Source: an optimization exercise on an open RTL-to-GDS flow (aim: small area and a short achievable clock period). Production flows keep margins and buffers that such runs may drop. RTL that was checked went through simulation tests only; none was proved equivalent to the original.

==> trial 64: inputs <==
## mac_top
module mac_top
(
	input                    clk,
	input                    rst_n,         
	input                    enable,
	input                    valid,
	input                    read,    
	input                    mode,    
	input                    cfg,
	input             [15:0] in_a,
	input             [15:0] in_b,
	output            [15:0] mac_out,
	output                   error
);
==> module mac_top, before the edit <==
module mac_top
(
	input                    clk,
	input                    rst_n,         
	input                    enable,
	input                    valid,
	input                    read,    
	input                    mode,    
	input                    cfg,
	input             [15:0] in_a,
	input             [15:0] in_b,
	output            [15:0] mac_out,
	output                   error
);
	reg [15:0] pf_reg;    
	reg [15:0] pi_reg;    
	reg        err_reg;   
	reg [15:0] c_reg;
	reg        mode_reg;
	wire [15:0] pf_next, pi_next, mac_out_tmp;
	wire        err_next, err_unused;
	int_fp_mul mul_fp (
		.mode  (1'b1    ),
		.a     (in_a    ),
		.b     (in_b    ),
		.c     (pf_next ),
		.error (err_next)
	);
	int_fp_mul mul_int (
		.mode  (1'b0      ),
		.a     (in_a      ),
		.b     (in_b      ),
		.c     (pi_next   ),
		.error (err_unused)
	);
	always @ ( posedge clk or negedge rst_n ) begin
		if ( ! rst_n ) begin
			pf_reg   <= 16'b0;   
			pi_reg   <= 16'b0;
			err_reg  <= 1'b1;    
			c_reg    <= 16'b0;
			mode_reg <= 1'b0;
		end else if (enable) begin
			if (valid) begin
				pf_reg  <= pf_next;
				pi_reg  <= pi_next;
				err_reg <= err_next;
				c_reg   <= mac_out_tmp;
			end
			else if (read) begin  
				pf_reg  <= 16'b0;
				pi_reg  <= 16'b0;
				err_reg <= 1'b1;
				c_reg   <= 16'b0;
			end
		end else if (cfg) begin
			mode_reg <= mode;
		end
	end
	int_fp_add add (
		.mode  (mode_reg                     ),
		.a     (mode_reg ? pf_reg : pi_reg   ),
		.b     (c_reg                        ),
		.c     (mac_out_tmp                  )
	);
	assign error   = err_reg;
	assign mac_out = (read && enable && ~valid) ? mac_out_tmp : 16'b0;
endmodule
clock: 42.0 ns
lec_check: 0
cap_margin: 20
core_margin: 2
core_utilization: 40
place_density: 0.6
slew_margin: 20
run.sh (not shown) runs the stock make flow with config.mk's settings and CLKGATE_MAP_FILE= SYNTH_SCRIPT=/design/flow/synth_recipe.tcl, a recipe that flattens the netlist after the stock synthesis.
==> build 75: changes against trial 64 <==
--- a/flow/design.v
+++ b/flow/design.v
@@ -250,70 +250,79 @@
     add_normalizer u4(c_sign,bigger[14:10],adder_output,result,carry_valid,if_sub);
 endmodule
+module mac_unit
+(
+	input     [15:0] in_a,  
+	input     [15:0] in_b,  
+	input     [15:0] in_c,  
+	input 	     	 mode,
+	output    [15:0] mac_out,
+	output 		     error
+);
+	wire [15:0] mul_out;
+	int_fp_add add(
+		.mode  ( mode  ) ,
+		.a     (mul_out) ,
+		.b     ( in_c  ) ,
+		.c     (mac_out)
+	);
+	int_fp_mul mul(
+		.mode  ( mode  ) ,
+		.a     ( in_a  ) ,
+		.b     ( in_b  ) ,
+		.c     (mul_out),
+		.error (error  )
+	);
+endmodule	
 module mac_top
 (
-	input                    clk,
+	input                    clk, 
 	input                    rst_n,         
-	input                    enable,
-	input                    valid,
-	input                    read,    
+	input					 enable,
+	input 					 valid,
+	input 					 read,    
 	input                    mode,    
-	input                    cfg,
-	input             [15:0] in_a,
-	input             [15:0] in_b,
+	input					 cfg,
+	input             [15:0] in_a, 
+	input             [15:0] in_b, 
 	output            [15:0] mac_out,
-	output                   error
+	output					 error
 );
-	reg [15:0] pf_reg;    
-	reg [15:0] pi_reg;    
-	reg        err_reg;   
-	reg [15:0] c_reg;
-	reg        mode_reg;
-	wire [15:0] pf_next, pi_next, mac_out_tmp;
-	wire        err_next, err_unused;
-	int_fp_mul mul_fp (
-		.mode  (1'b1    ),
-		.a     (in_a    ),
-		.b     (in_b    ),
-		.c     (pf_next ),
-		.error (err_next)
-	);
-	int_fp_mul mul_int (
-		.mode  (1'b0      ),
-		.a     (in_a      ),
-		.b     (in_b      ),
-		.c     (pi_next   ),
-		.error (err_unused)
-	);
+	reg [15:0] a_reg, b_reg, c_reg;
+	reg mode_reg;
+	wire [15:0] a,b,c,mac_out_tmp;
+	wire float_int;
+	assign a         = a_reg;
+	assign b         = b_reg;
+	assign c         = c_reg;
+	assign float_int = mode_reg;
+	assign mac_out   = (read && enable && ~valid) ? mac_out_tmp : 16'b0 ;  
 	always @ ( posedge clk or negedge rst_n ) begin
 		if ( ! rst_n ) begin
-			pf_reg   <= 16'b0;   
-			pi_reg   <= 16'b0;
-			err_reg  <= 1'b1;    
+			a_reg    <= 16'b0 ;
+			b_reg    <= 16'b0 ;
 			c_reg    <= 16'b0;
 			mode_reg <= 1'b0;
-		end else if (enable) begin
-			if (valid) begin
-				pf_reg  <= pf_next;
-				pi_reg  <= pi_next;
-				err_reg <= err_next;
+		end else if(enable) begin
+			if (valid) begin 
+				a_reg   <= in_a ;
+				b_reg   <= in_b ;
 				c_reg   <= mac_out_tmp;
 			end
 			else if (read) begin  
-				pf_reg  <= 16'b0;
-				pi_reg  <= 16'b0;
-				err_reg <= 1'b1;
-				c_reg   <= 16'b0;
+				c_reg <= 16'b0;
+				a_reg <= 16'b0;
+				b_reg <= 16'b0;
 			end
 		end else if (cfg) begin
 			mode_reg <= mode;
-		end
-	end
-	int_fp_add add (
-		.mode  (mode_reg                     ),
-		.a     (mode_reg ? pf_reg : pi_reg   ),
-		.b     (c_reg                        ),
-		.c     (mac_out_tmp                  )
+		end 
+	end 
+	mac_unit u_mac (
+		 .in_a    (a          ),
+		 .in_b    (b          ),
+		 .in_c    (c          ),
+		 .mode    (float_int  ),
+		 .mac_out (mac_out_tmp),
+		 .error	  (error      )
 	);
-	assign error   = err_reg;
-	assign mac_out = (read && enable && ~valid) ? mac_out_tmp : 16'b0;
-endmodule
+endmodule	
==> flow_metrics.env <==
export IMPL_status="complete, no violations"
export IMPL_n_fill_cell=3083
export IMPL_synth_area_in_xor_xnor=0.05223
export IMPL_placed_cell_area_sq_um=13610
export IMPL_net_count_of_the_mapped_netlist=1855
export IMPL_post_synth_inst_count=1534
export IMPL_detailroute_wirelength_met3_mm=1.554
export IMPL_fin_cells=1974
export IMPL_worst_case_headroom_to_the_max_slew_limit=0.3803
export IMPL_multiInputCombCellCount=1189
export IMPL_multiplexer_area_fraction_after_synthesis=0.06166
export IMPL_clkSinkCount=49
export IMPL_layout_area_overhead_vs_synth_pct=12.14
export IMPL_synth_top_cells_by_count="229 x sky130_fd_sc_hd__inv_1, 203 x sky130_fd_sc_hd__nor2_1, 166 x sky130_fd_sc_hd__ha_1"
the above is filed under build 75

==> flow_metrics.env <==
export IMPL_detailroute_wirelength_met3_mm=2.052
export IMPL_status="complete, no violations"
export IMPL_critical_path_top_delay_family="adder cells"
export IMPL_multiplexer_area_fraction_after_synthesis=0.04350
export IMPL_clk_path_buf_depth=2
export IMPL_clkSinkCount=50
export IMPL_post_synth_inst_count=1735
export IMPL_multiInputCombCellCount=1329
export IMPL_placed_cell_area_sq_um=15320
export IMPL_net_count_of_the_mapped_netlist=2130
export IMPL_fin_cells=2205
export IMPL_synth_top_cells_by_count="286 x sky130_fd_sc_hd__inv_1, 207 x sky130_fd_sc_hd__ha_1, 149 x sky130_fd_sc_hd__fa_1"
export IMPL_worst_case_headroom_to_the_max_slew_limit=0.2549
export IMPL_synth_area_in_xor_xnor=0.04629
the above is filed under trial 64

No run of this note included a check of the RTL's function; only the layout flow was run.

* * *

==> job 4212: inputs <==
mac_top, a different RTL version from the one above (not shown whole).
==> flow/config.mk <==
export PLATFORM = sky130hd
export DESIGN_NAME = mac_top
export DESIGN_NICKNAME = mac_top
export VERILOG_FILES = /design/flow/design.v
export SDC_FILE = /design/flow/constraint.sdc
export NUM_CORES = 4
export LEC_CHECK = 0
export ABC_AREA = 1
export CAP_MARGIN = 10
export CORE_MARGIN = 2
export CORE_UTILIZATION = 40
export CTS_BUF_LIST = sky130_fd_sc_hd__clkbuf_4 sky130_fd_sc_hd__clkbuf_8
export PLACE_DENSITY = 0.6
export SLEW_MARGIN = 10
==> flow/constraint.sdc <==
create_clock -name core_clock -period 42.0 [get_ports {clk}]
set_input_delay 8.4000 -clock core_clock [delete_from_list [all_inputs] [get_ports {clk}]]
set_output_delay 8.4000 -clock core_clock [all_outputs]
set_load 0.01 [all_outputs]
standard.sh (not shown) runs the stock make flow with config.mk's settings and CLKGATE_MAP_FILE= SYNTH_SCRIPT=/design/flow/synth_recipe.tcl, a recipe that flattens the netlist after the stock synthesis.
==> flow/flow/run.sh <==
#!/bin/bash
# Standard layout with five changes to how it is made (the clock, constraints
# and checks are the design's own):
#  - synthesis maps logic with the delay-bounded area mapping in flow/abc_area.script
#  - synthesis leaves full and half adders to that mapping (no ADDER_MAP_FILE)
#  - synthesis maps adders' carry logic with Yosys's default Brent-Kung tree
#    (any SYNTH_OPERATIONS_ARGS drops ORFS's Kogge-Stone extra map; -nordff
#    only concerns memories, which this design has none of)
#  - ports get the smallest buffer (buf_1); timing repair resizes the ones that matter
#  - timing repair aims for more setup slack than the design's period needs
set -euo pipefail
W=$(pwd)
rm -rf "$W/scripts_local"
cp -r "$FLOW_HOME/scripts" "$W/scripts_local"
cp "$W/flow/abc_area.script" "$W/scripts_local/abc_area.script"
bash standard.sh SCRIPTS_DIR="$W/scripts_local" SYNTH_OPERATIONS_ARGS=-nordff ADDER_MAP_FILE= \
	"BUFFER_PORTS_ARGS=-buffer_cell sky130_fd_sc_hd__buf_1" SETUP_SLACK_MARGIN=24 finish > standard_flow.log 2>&1
==> flow/flow/abc_area.script <==
strash
dch -f
map -D 5000
topo
stime -c
dnsize -c -D 5000
==> inputs of job 164, as changes to job 4212 <==
==> flow/flow/run.sh (replaced) <==
#!/bin/bash
set -euo pipefail
bash standard.sh SETUP_SLACK_MARGIN=24 finish > standard_flow.log 2>&1
CAP_MARGIN = 20   (was 10)
CORE_UTILIZATION = 60   (was 40)
CTS_BUF_LIST = unset   (was sky130_fd_sc_hd__clkbuf_4 sky130_fd_sc_hd__clkbuf_8)
PLACE_DENSITY = 0.8   (was 0.6)
SLEW_MARGIN = 20   (was 10)
removed: flow/flow/abc_area.script
==> inputs of job 5151, as changes to job 4212 <==
CORE_UTILIZATION = 55   (was 40)
==> inputs of job 207, as changes to job 4212 <==
--- a/flow/flow/run.sh
+++ b/flow/flow/run.sh
@@ -1,7 +1,7 @@
 #!/bin/bash
 # Standard layout with five changes to how it is made (the clock, constraints
 # and checks are the design's own):
-#  - synthesis maps logic with the delay-bounded area mapping in flow/abc_area.script
+#  - synthesis maps logic with the delay-bounded area mapping in flow/abc_area.script, after resyn2-style AIG rewriting
 #  - synthesis leaves full and half adders to that mapping (no ADDER_MAP_FILE)
 #  - synthesis maps adders' carry logic with Yosys's default Brent-Kung tree
 #    (any SYNTH_OPERATIONS_ARGS drops ORFS's Kogge-Stone extra map; -nordff
==> flow/flow/abc_area.script (replaced) <==
strash
balance
rewrite
refactor
balance
rewrite
rewrite -z
balance
refactor -z
rewrite -z
balance
dch -f
map -D 5000
topo
stime -c
dnsize -c -D 5000
==> flow_summary_export.csv <==
group,metric,value,unit
status,status,"finished clean",
setup_path,crit_arrival,9510,ps
setup_path,reg2reg_depth,60,
finish,inverters,336,
clocking,clkTransAtPathRegs,70,ps
route,wl_met2,15200,um
sta,max_freq,55.8,MHz
synthesis,syn_avg_cell_area,6.50,sq um
synthesis,synthTopCellsByCount,"435 x nand2_1, 322 x inv_1, 168 x nand3_1",
finish,signal_buffers,102,
synthesis,synth_compound_area_share,10.6,%
die,initial_core_util,61.1,%
(the above is from job 164)
==> flow_summary_export.csv <==
group,metric,value,unit
route,wl_met2,16700,um
die,initial_core_util,56.1,%
status,status,"finished clean",
finish,signal_buffers,91,
setup_path,reg2reg_depth,47,
synthesis,synth_compound_area_share,20.7,%
setup_path,crit_arrival,9290,ps
finish,inverters,273,
synthesis,syn_avg_cell_area,5.27,sq um
(the above is from job 5151)
==> flow_summary_export.csv <==
group,metric,value,unit
die,initial_core_util,40.5,%
status,status,"finished clean",
setup_path,reg2reg_depth,46,
synthesis,synth_compound_area_share,20.7,%
clocking,clkTransAtPathRegs,90,ps
synthesis,syn_avg_cell_area,5.27,sq um
setup_path,crit_arrival,9250,ps
route,wl_met2,17400,um
(the above is from job 4212)
==> flow_summary_export.csv <==
group,metric,value,unit
status,status,"finished clean",
synthesis,synthTopCellsByCount,"472 x nand2_1, 269 x nor2_1, 230 x clkinv_1",
die,initial_core_util,40.3,%
setup_path,reg2reg_depth,45,
route,wl_met2,16700,um
synthesis,synth_compound_area_share,23.6,%
finish,signal_buffers,82,
(the above is from job 207)

* * *

==> 02-26 <==
Starting RTL as in the previous note.
export LEC_CHECK = 0
export ABC_AREA = 1
export CAP_MARGIN = 20
export CORE_MARGIN = 2
export CORE_UTILIZATION = 40
export PLACE_DENSITY = 0.6
export SLEW_MARGIN = 20
create_clock -name core_clock -period 42.0 [get_ports {clk}]
==> flow/flow/run.sh <==
#!/bin/bash
# Standard layout with five changes to how it is made (the clock, constraints
# and checks are the design's own):
#  - synthesis maps logic with the area mapping under a delay bound in flow/abc_area.script (after the resyn2 rewriting)
#  - synthesis leaves full and half adders to that mapping (no ADDER_MAP_FILE)
#  - synthesis maps adders' carry logic with Yosys's default Brent-Kung tree
#    (any SYNTH_OPERATIONS_ARGS drops ORFS's Kogge-Stone extra map; -nordff
#    only concerns memories, which this design has none of)
#  - ports get the smallest buffer (buf_1); timing repair resizes the ones that matter
#  - timing repair aims for more setup slack than the design's period needs
set -euo pipefail
W=$(pwd)
rm -rf "$W/scripts_local"
cp -r "$FLOW_HOME/scripts" "$W/scripts_local"
cp "$W/flow/abc_area.script" "$W/scripts_local/abc_area.script"
bash standard.sh SCRIPTS_DIR="$W/scripts_local" SYNTH_OPERATIONS_ARGS=-nordff ADDER_MAP_FILE= \
	"BUFFER_PORTS_ARGS=-buffer_cell sky130_fd_sc_hd__buf_1" SETUP_SLACK_MARGIN=24.4 finish > standard_flow.log 2>&1
==> flow/flow/abc_area.script <==
strash
balance
rewrite
refactor
balance
rewrite
rewrite -z
balance
refactor -z
rewrite -z
balance
dch -f
map -D 6000
topo
stime -c
dnsize -c -D 6000
==> inputs of 04-28, as changes to 02-26 <==
==> flow/flow/run.sh (replaced) <==
#!/bin/bash
# Standard layout with five changes to how it is made (the clock, constraints
# and checks are the design's own):
#  - synthesis maps logic with the delay-bounded area mapping in flow/abc_area.script
#  - synthesis leaves full and half adders to that mapping (no ADDER_MAP_FILE)
#  - synthesis maps adders' carry logic with Yosys's default Brent-Kung tree
#    (any SYNTH_OPERATIONS_ARGS drops ORFS's Kogge-Stone extra map; -nordff
#    only concerns memories, which this design has none of)
#  - ports get the smallest buffer (buf_1); timing repair resizes the ones that matter
#  - timing repair aims for more setup slack than the design's period needs
set -euo pipefail
W=$(pwd)
rm -rf "$W/scripts_local"
cp -r "$FLOW_HOME/scripts" "$W/scripts_local"
cp "$W/flow/abc_area.script" "$W/scripts_local/abc_area.script"
bash standard.sh SCRIPTS_DIR="$W/scripts_local" SYNTH_OPERATIONS_ARGS=-nordff ADDER_MAP_FILE= \
	"BUFFER_PORTS_ARGS=-buffer_cell sky130_fd_sc_hd__buf_1" SETUP_SLACK_MARGIN=24 finish > standard_flow.log 2>&1
==> flow/flow/abc_area.script (replaced) <==
strash
dch -f
map -D 5000
topo
stime -c
dnsize -c -D 5000
CAP_MARGIN = 10   (was 20)
CTS_BUF_LIST = sky130_fd_sc_hd__clkbuf_4 sky130_fd_sc_hd__clkbuf_8   (was default)
PLACE_DENSITY = 0.7   (was 0.6)
SLEW_MARGIN = 10   (was 20)
==> inputs of 02-11, as changes to 02-26 <==
==> flow/flow/run.sh (replaced) <==
#!/bin/bash
# Standard layout with five changes to how it is made (the clock, constraints
# and checks are the design's own):
#  - synthesis maps logic with the delay-bounded area mapping in flow/abc_area.script, after resyn2-style AIG rewriting
#  - synthesis leaves full and half adders to that mapping (no ADDER_MAP_FILE)
#  - synthesis maps adders' carry logic with Yosys's default Brent-Kung tree
#    (any SYNTH_OPERATIONS_ARGS drops ORFS's Kogge-Stone extra map; -nordff
#    only concerns memories, which this design has none of)
#  - ports get the smallest buffer (buf_1); timing repair resizes the ones that matter
#  - timing repair aims for more setup slack than the design's period needs
set -euo pipefail
W=$(pwd)
rm -rf "$W/scripts_local"
cp -r "$FLOW_HOME/scripts" "$W/scripts_local"
cp "$W/flow/abc_area.script" "$W/scripts_local/abc_area.script"
bash standard.sh SCRIPTS_DIR="$W/scripts_local" SYNTH_OPERATIONS_ARGS=-nordff ADDER_MAP_FILE= \
	"BUFFER_PORTS_ARGS=-buffer_cell sky130_fd_sc_hd__buf_1" SETUP_SLACK_MARGIN=24 finish > standard_flow.log 2>&1
==> flow/flow/abc_area.script (replaced) <==
strash
balance
rewrite
refactor
balance
rewrite
rewrite -z
balance
refactor -z
rewrite -z
balance
balance
rewrite
refactor
balance
rewrite
rewrite -z
balance
refactor -z
rewrite -z
balance
dch -f
map -D 5000
topo
stime -c
dnsize -c -D 5000
CAP_MARGIN = 10   (was 20)
CTS_BUF_LIST = sky130_fd_sc_hd__clkbuf_4 sky130_fd_sc_hd__clkbuf_8   (was default)
SLEW_MARGIN = 10   (was 20)
==> reports/qor.csv <==
metric;value;unit
Layout Area Growth over Synthesis;11.97;%
Final WS setup;24.28;ns
simple-gate share of the synthesized area;46.53;%
Tmin final;17.72;ns
Netlist cell types;43;
status;no timing/DRC/antenna violations;
Final non-clock buffer share;3.804;%
Via density;5.518;
drt total wl;34850;µm
Die Span Y;163.0;µm
register area share after synthesis;11.65;%
post-synthesis adder-cell area fraction;0.1981;%
The numbers above come from 04-28.

==> reports/qor.csv <==
metric;value;unit
post-route insts no fill;2202;
post-synthesis adder-cell area fraction;0.4143;%
Netlist cell types;47;
Final WS setup;24.19;ns
clk_skew;0.01430;ns
Via density;5.463;
CTS Buf Count;5;
Maximum Capacitance Violations;0;
Tmin final;17.81;ns
drt total wl;32870;µm
Hold WC Path Type;reg -> reg;
status;no timing/DRC/antenna violations;
Post-CTS Hold Buffers;0;
simple-gate share of the synthesized area;43.00;%
Final non-clock buffer share;3.928;%
Layout Area Growth over Synthesis;11.42;%
tap cells;319;
The numbers above come from 02-11.

==> reports/qor.csv <==
metric;value;unit
status;no timing/DRC/antenna violations;
Via density;5.498;
Die Span Y;156.8;µm
fill count;2377;
register area share after synthesis;12.61;%
Final non-clock buffer share;8.568;%
std cell rows;55;
FF+latch count;47;
multi-input logic area;0.008304;mm²
drt total wl;36230;µm
Layout Area Growth over Synthesis;27.92;%
Final WS setup;24.41;ns
Tmin final;17.59;ns
Post-CTS Hold Buffers;0;
unrepaired setup endpoints after global routing;yes;
simple-gate share of the synthesized area;42.13;%
number of global-route vias before repair;10950;
metal3 WL;1912;µm
post-synthesis adder-cell area fraction;0.5360;%
The numbers above come from 02-26.

-- separate check: timing with driven ports --
How much do the figures lean on ideal ports? The routed layouts below were timed once more, with nothing changed but the port constraints.
Step 1 sets driving cells, clkbuf_16 on the clock port and buf_2 on the other inputs (assumed; they add their load-dependent delay and slew).
Step 2, shift: input delay + t, output delay - t, t = (earliest + latest rising clock arrival at the registers) / 2. This alone moves slack from input paths to output paths.
Slacks: no drivers / after step 1 / after step 2; pairs: no drivers / after step 1.
run | shift t [ns] | slack for setup (ns) | hold slack, ns | worst setup path at the end | worst data-port slew with drivers (ns)
trial 64 | 0.329 | 13.649 / 13.608 / 13.937 | 0.488 / 0.488 / 0.488 | register to output | 0.06
build 75 | 0.364 | 1.482 / 1.437 / 1.801 | 0.522 / 0.522 / 0.522 | register to output | 0.06
job 4212 | 0.334 | 24.345 / 24.325 / 24.325 | 0.543 / 0.543 / 0.543 | input to output | 0.03
job 164 | 0.331 | 24.093 / 24.074 / 24.074 | 0.508 / 0.508 / 0.508 | input to output | 0.04
job 5151 | 0.347 | 24.307 / 24.286 / 24.286 | 0.528 / 0.528 / 0.528 | input to output | 0.04
job 207 | 0.349 | 24.450 / 24.428 / 24.428 | 0.564 / 0.564 / 0.564 | input to output | 0.03
02-26 | 0.339 | 24.409 / 24.370 / 24.425 | 0.537 / 0.537 / 0.537 | input to output | 0.05
04-28 | 0.344 | 24.282 / 24.260 / 24.260 | 0.526 / 0.526 / 0.526 | input to output | 0.05
02-11 | 0.343 | 24.190 / 24.166 / 24.166 | 0.539 / 0.539 / 0.539 | input to output | 0.04
After both steps setup and hold are still met in every run listed. The setup slack of 02-11, which loses most, moves by -0.024 ns with the drivers and by -0.024 ns with both steps.
